This is an optimization exercise on Yosys and OpenROAD, whose aim is small area, not a production implementation.
In this exercise RTL edits were held to simulation tests only and were not proved equivalent to the original.
Power and IR drop assume default switching activity.

## run 1
## registers
module registers (
    input [4:0] write_addr,
    input [4:0] read_addr,
    input write,
    input clk,
    input rstn,
    input [32-1:0] write_data,
    output [32-1:0] read_data
);
    reg [31:1] valid;
    reg [32-1:0] regs [1:31];
    wire [31:1] wsel;
    wire [31:1] rsel;
    genvar g, b;
    generate
        for (g = 1; g < 32; g = g + 1) begin : row
            wire [32-1:0] nq;
            assign wsel[g] = write && (write_addr == g);
            assign rsel[g] = valid[g] && (read_addr == g);
            wire wen = !wsel[g];
            for (b = 0; b < 32; b = b + 1) begin : bt
                registers_bit_next u_next (
                    .q(regs[g][b]), .d(write_data[b]), .we(wsel[g]), .wen(wen), .nq(nq[b])
                );
            end
            always @(posedge clk)
                regs[g] <= nq;
        end
        for (b = 0; b < 32; b = b + 1) begin : col
            wire [10:0] yn;
            for (g = 0; g < 10; g = g + 1) begin : grp
                registers_rd3 u_rd3 (
                    .a({regs[3*g+3][b], regs[3*g+2][b], regs[3*g+1][b]}),
                    .s(rsel[3*g+3:3*g+1]),
                    .yn(yn[g])
                );
            end
            assign yn[10] = ~(regs[31][b] & rsel[31]);
  ...
Size in the first run: roughly 2700 cells after synthesis.
export LEC_CHECK = 0
export CAP_MARGIN = 5
export CORE_MARGIN = 2
export CORE_UTILIZATION = 50
export GPL_TIMING_DRIVEN = 0
export SETUP_SLACK_MARGIN = 0.1
export SLEW_MARGIN = 5
export SYNTH_HIERARCHICAL = 1
create_clock -name core_clock -period 6.0 [get_ports {clk}]
standard.sh (not shown) runs the stock make flow with config.mk's settings and CLKGATE_MAP_FILE= SYNTH_SCRIPT=/design/flow/synth_recipe.tcl, a recipe that flattens the netlist after the stock synthesis.
==> flow/flow/run.sh <==
#!/bin/bash
# The standard ORFS layout (the standard.sh, standard synthesis included),
# with two changes:
#  - port buffers are buf_1 cells instead of the buffer_ports default pick;
#  - clock tree: larger sink clusters, clkbuf_8 only, no dummy loads.
# make's full output goes to flow.log; each ORFS step keeps its own log
# under orfs/logs/.
set -euo pipefail
export BUFFER_PORTS_ARGS="-buffer_cell sky130_fd_sc_hd__buf_1"
export CTS_ARGS="-sink_clustering_enable -repair_clock_nets -sink_clustering_size 16 -sink_clustering_max_diameter 60 -buf_list {sky130_fd_sc_hd__clkbuf_8} -dont_use_dummy_load"
bash standard.sh finish > flow.log 2>&1
Run 1 completed end to end with timing, DRC and antenna clean.
The following lists how run 2 was set up differently from run 1:
--- a/flow/config.mk
+++ b/flow/config.mk
@@ -9,5 +9,4 @@
 export CORE_MARGIN = 2
 export CORE_UTILIZATION = 50
-export GPL_TIMING_DRIVEN = 0
 export SETUP_SLACK_MARGIN = 0.1
 export SLEW_MARGIN = 5
### Flow results
- Both conditions hold for run 2: the flow ran to the end and the final layout passed the timing, DRC and antenna checks.
- Comparing run 2 and run 1, setup slack is higher on run 2.
- Against run 1, run 2 reports a length of routed met3 wiring that is higher.
- Looking at via-per-instance ratio, run 2 sits about 1% above run 1.
- The smallest hold slack in run 2 was higher than what run 1 gave.
- Measured against each other, run 2 and run 1 differ in sequential share of cell area, the higher figure coming from run 2.
- The remaining max-slew budget at the tightest pin reported for run 2 is smaller than that of run 1 by 18 points.
- Run 2 vs run 1: number of nets at the end of the flow up slightly
- First-iteration DRC count (run 2 vs. run 1) increases by more than 10%
- Run 2 vs run 1 on summed area of non-filler cells in the final layout: run 2 is the lower one.
- On final total power, run 2 and run 1 are neck and neck.
For run 3, these inputs were changed with respect to run 2:
==> flow/flow/run.sh <==
#!/bin/bash
# The standard ORFS layout (the standard.sh, standard synthesis included),
# with two changes:
#  - port buffers are buf_2 cells instead of the buffer_ports default pick;
#  - clock tree: larger sink clusters, clkbuf_8 only, no dummy loads.
# make's full output goes to flow.log; each ORFS step keeps its own log
# under orfs/logs/.
set -euo pipefail
export BUFFER_PORTS_ARGS="-buffer_cell sky130_fd_sc_hd__buf_2"
export CTS_ARGS="-sink_clustering_enable -repair_clock_nets -sink_clustering_size 18 -sink_clustering_max_diameter 60 -buf_list {sky130_fd_sc_hd__clkbuf_8} -dont_use_dummy_load"
bash standard.sh finish > flow.log 2>&1
[summary]
Final weighted congestion in routability-driven placement, run 2 and run 3: larger value in run 2. The net switching component of the power of run 2 and that of run 3 are within noise of each other. Diff run 2 -> run 3: overall power consumption went down 0.59%; length of routed met3 wiring went down about 3.4%. Instance count along the most critical hold path came out exactly the same in run 2 and run 3. Wire length of the first global-routing pass: higher on run 3. Run 3 vs run 2 — non-clock buffer count dropped by more than 10%. Looking at total cell area at the placement stage across run 2 and run 3, the one that comes out lower is run 3. [compare] base=run 2 new=run 3: setup TNS after final layout flat, detailed-router iteration count before antenna repair up 2. Each of the runs, namely run 2 and run 3, reached the end of the flow and came out clean. In run 3, proportion of final cell area spent on non-clock buffers is lower than in run 2.
--- input diff run 3..run 4 ---
==> flow/run.sh (new file) <==
#!/bin/bash
# synth_recipe.tcl (not shown) runs the flow's synth.tcl, then flattens the netlist and writes it again
# the make line also repeats each setting of config.mk as NAME=value (left out here)
make -C /OpenROAD-flow-scripts/flow DESIGN_CONFIG=/design/flow/config.mk WORK_HOME=/design/flow/orfs CLKGATE_MAP_FILE= SYNTH_SCRIPT=/design/flow/synth_recipe.tcl finish
--- a/flow/config.mk
+++ b/flow/config.mk
@@ -6,8 +6,7 @@
 export NUM_CORES = 4
 export LEC_CHECK = 0
-export CAP_MARGIN = 5
+export CAP_MARGIN = 20
 export CORE_MARGIN = 2
-export CORE_UTILIZATION = 50
-export SETUP_SLACK_MARGIN = 0.1
-export SLEW_MARGIN = 5
+export CORE_UTILIZATION = 60
+export SLEW_MARGIN = 20
 export SYNTH_HIERARCHICAL = 1
removed: flow/flow/run.sh
removed: flow/standard.sh
Findings:
The non-clock buffer count in run 4 is 1.2 times that in run 3. In run 4 relative to run 3, clock tree buffer count of the final layout had gone up by more than 100%. Relative to run 3, fraction of area in multi-input gates has gone down in run 4. Setup slack for run 4 is lower than for run 3.
What run 5 does differently from run 4 at the input level:
==> flow/flow/run.sh (new file) <==
#!/bin/bash
# The standard ORFS layout (the standard.sh, standard synthesis included),
# with two changes:
#  - port buffers are buf_2 cells instead of the buffer_ports default pick;
#  - clock tree: larger sink clusters, clkbuf_8 only, no dummy loads.
# make's full output goes to flow.log; each ORFS step keeps its own log
# under orfs/logs/.
set -euo pipefail
export BUFFER_PORTS_ARGS="-buffer_cell sky130_fd_sc_hd__buf_2"
export CTS_ARGS="-sink_clustering_enable -repair_clock_nets -sink_clustering_size 16 -sink_clustering_max_diameter 60 -buf_list {sky130_fd_sc_hd__clkbuf_8} -dont_use_dummy_load"
bash standard.sh finish > flow.log 2>&1
==> flow/standard.sh (new file) <==
#!/bin/bash
# synth_recipe.tcl (not shown) runs the flow's synth.tcl, then flattens the netlist and writes it again
# the make line also repeats each setting of config.mk as NAME=value (left out here)
make -C /OpenROAD-flow-scripts/flow DESIGN_CONFIG=/design/flow/config.mk WORK_HOME=/design/flow/orfs CLKGATE_MAP_FILE= SYNTH_SCRIPT=/design/flow/synth_recipe.tcl "${@:-finish}"
--- a/flow/config.mk
+++ b/flow/config.mk
@@ -6,7 +6,8 @@
 export NUM_CORES = 4
 export LEC_CHECK = 0
-export CAP_MARGIN = 20
+export CAP_MARGIN = 5
 export CORE_MARGIN = 2
-export CORE_UTILIZATION = 60
-export SLEW_MARGIN = 20
+export CORE_UTILIZATION = 50
+export SETUP_SLACK_MARGIN = 0.1
+export SLEW_MARGIN = 5
 export SYNTH_HIERARCHICAL = 1
removed: flow/run.sh
Results
- When run 5 is set beside run 4, its iteration count of the initial detailed-routing pass turns out to be 3 larger.
- Note that the wire length recorded for run 4 amounts to 0.938 times the value seen in run 5.
- Met3 track demand over resource, run 4 and run 5: larger value in run 4
- Re minimum setup slack after placement: run 5 is 470 ps up on run 4.

== tundra ==
Starting RTL as in the previous note.
export LEC_CHECK = 0
export CAP_MARGIN = 20
export CORE_MARGIN = 2
export CORE_UTILIZATION = 50
export CTS_BUF_LIST = sky130_fd_sc_hd__clkbuf_16 sky130_fd_sc_hd__clkbuf_8
export CTS_CLUSTER_DIAMETER = 60
export CTS_CLUSTER_SIZE = 30
export SETUP_SLACK_MARGIN = 0.2
export SLEW_MARGIN = 20
export SYNTH_HIERARCHICAL = 1
create_clock -name core_clock -period 6.0 [get_ports {clk}]
run.sh (not shown) runs the stock make flow with config.mk's settings and CLKGATE_MAP_FILE= SYNTH_SCRIPT=/design/flow/synth_recipe.tcl, a recipe that flattens the netlist after the stock synthesis.
Stock flow here: none of the scripts above is used.
--- input diff tundra..harbor ---
# tundra
export LEC_CHECK = 0
export CAP_MARGIN = 20
export CORE_MARGIN = 2
export CORE_UTILIZATION = 50
export CTS_BUF_LIST = sky130_fd_sc_hd__clkbuf_16 sky130_fd_sc_hd__clkbuf_8
export CTS_CLUSTER_DIAMETER = 60
export CTS_CLUSTER_SIZE = 30
export SETUP_SLACK_MARGIN = 0.2
export SLEW_MARGIN = 20
export SYNTH_HIERARCHICAL = 1
create_clock -name core_clock -period 6.0 [get_ports {clk}]
# harbor
export LEC_CHECK = 0
export CAP_MARGIN = 20
export CORE_MARGIN = 2
export CORE_UTILIZATION = 50
export SETUP_SLACK_MARGIN = 0.2
export SLEW_MARGIN = 20
export SYNTH_HIERARCHICAL = 1
create_clock -name core_clock -period 6.0 [get_ports {clk}]
==> flow/flow/run.sh (new file) <==
#!/bin/bash
# The standard ORFS layout (the standard.sh, standard synthesis included),
# with two changes:
#  - port buffers are buf_2 cells instead of the buffer_ports default pick;
#  - clock tree: larger sink clusters, clkbuf_16/clkbuf_8 only, no dummy loads.
# make's full output goes to flow.log; each ORFS step keeps its own log
# under orfs/logs/.
set -euo pipefail
export BUFFER_PORTS_ARGS="-buffer_cell sky130_fd_sc_hd__buf_2"
export CTS_ARGS="-sink_clustering_enable -repair_clock_nets -sink_clustering_size 30 -sink_clustering_max_diameter 60 -buf_list {sky130_fd_sc_hd__clkbuf_16 sky130_fd_sc_hd__clkbuf_8} -dont_use_dummy_load"
bash standard.sh finish > flow.log 2>&1
==> flow/standard.sh (new file) <==
#!/bin/bash
# synth_recipe.tcl (not shown) runs the flow's synth.tcl, then flattens the netlist and writes it again
# the make line also repeats each setting of config.mk as NAME=value (left out here)
make -C /OpenROAD-flow-scripts/flow DESIGN_CONFIG=/design/flow/config.mk WORK_HOME=/design/flow/orfs CLKGATE_MAP_FILE= SYNTH_SCRIPT=/design/flow/synth_recipe.tcl "${@:-finish}"
removed: flow/run.sh
- Maximum cell stage delay along the critical path was higher in the run labelled tundra.
- Max met1 wire length across tundra and harbor: harbor
- Growth of design area from synthesis to finish: harbor lower than tundra
- harbor vs tundra — routed wire length on met3 rose about 9%.
- Comparing harbor against tundra, there is no change at all in number of instances resized during post-cts repair.
- Summary of harbor over tundra: total power down about 5.5%, buffering overhead down 1.8 points, routed wire length up 3800 um, data arrival time of the critical path down 410 ps.
### harbor -> maple
# harbor
export LEC_CHECK = 0
export CAP_MARGIN = 20
export CORE_MARGIN = 2
export CORE_UTILIZATION = 50
export SETUP_SLACK_MARGIN = 0.2
export SLEW_MARGIN = 20
export SYNTH_HIERARCHICAL = 1
create_clock -name core_clock -period 6.0 [get_ports {clk}]
# maple
export LEC_CHECK = 0
export CAP_MARGIN = 5
export CORE_MARGIN = 2
export CORE_UTILIZATION = 45
export SETUP_SLACK_MARGIN = 0.1
export SLEW_MARGIN = 5
export SYNTH_HIERARCHICAL = 1
create_clock -name core_clock -period 6.0 [get_ports {clk}]
==> flow/flow/run.sh <==
#!/bin/bash
# The standard ORFS layout (the standard.sh, standard synthesis included),
# with two changes:
#  - port buffers are buf_2 cells instead of the buffer_ports default pick;
#  - clock tree: larger sink clusters, clkbuf_8 only, no dummy loads.
# make's full output goes to flow.log; each ORFS step keeps its own log
# under orfs/logs/.
set -euo pipefail
export BUFFER_PORTS_ARGS="-buffer_cell sky130_fd_sc_hd__buf_2"
export CTS_ARGS="-sink_clustering_enable -repair_clock_nets -sink_clustering_size 16 -sink_clustering_max_diameter 60 -buf_list {sky130_fd_sc_hd__clkbuf_8} -dont_use_dummy_load"
bash standard.sh finish > flow.log 2>&1
==> comparison <==
- Across harbor and maple, none had a timing, DRC or antenna violation.
- Diff harbor -> maple: count of clock-buffer cells in the layout went up, smallest setup slack after layout increased by 81 ps relative to the old numbers, relative slew slack -9.2 points, utilization lost 6.2 points.
- Cmp harbor and maple / fraction of power consumed by the clock network / lower: maple
- In the flow results for harbor and maple, the starting utilization of the core area is larger on harbor.
- Looking at post-route minimum period across both flows, maple is the stronger of the two, with harbor trailing.
- [maple vs harbor] die height: higher in maple

## separate check: timing with driven ports
The results above use ideal ports. As a check the final layouts listed here were re-extracted and re-timed, cells and wires unchanged.
Step 1 (the two cells are an assumption about what drives the block):
set clk [get_ports {clk}]
set_driving_cell -lib_cell sky130_fd_sc_hd__clkbuf_16 $clk
set_driving_cell -lib_cell sky130_fd_sc_hd__buf_2 [delete_from_list [all_inputs] $clk]
Step 2 moves the port delays by t, midway between the first and last clock arrival at a register: inputs arrive t later, outputs are due t later. That takes back most of the time a late clock gives input paths.
a / b / c = ideal / step 1 / step 2; a / b = the first two.
run | shift t [ns] | setup WS [ns] | hold slack, ns | worst slew at a driven data input, ns | cell pins on the clock port's net
run 1 | 0.753 | 0.322 / 0.289 / 0.289 | 0.454 / 0.454 / 0.454 | 0.10 | 1
run 2 | 0.759 | 0.451 / 0.424 / 0.424 | 0.457 / 0.457 / 0.457 | 0.12 | 1
run 3 | 0.739 | 0.658 / 0.621 / 0.621 | 0.454 / 0.454 / 0.454 | 0.13 | 1
run 4 | 0.724 | 0.140 / 0.117 / 0.117 | 0.449 / 0.449 / 0.449 | 0.10 | 1
run 5 | 0.746 | 0.619 / 0.597 / 0.597 | 0.458 / 0.458 / 0.458 | 0.13 | 1
tundra | 0.730 | 0.285 / 0.264 / 0.264 | 0.455 / 0.455 / 0.455 | 0.05 | 1
harbor | 0.719 | 0.701 / 0.662 / 0.662 | 0.453 / 0.453 / 0.453 | 0.12 | 1
maple | 0.768 | 0.782 / 0.754 / 0.754 | 0.455 / 0.455 / 0.455 | 0.10 | 1
After both steps setup and hold are still met in every run listed. For harbor, which loses most, drivers alone change the setup slack by -0.039 ns; drivers and shift together by -0.039 ns.
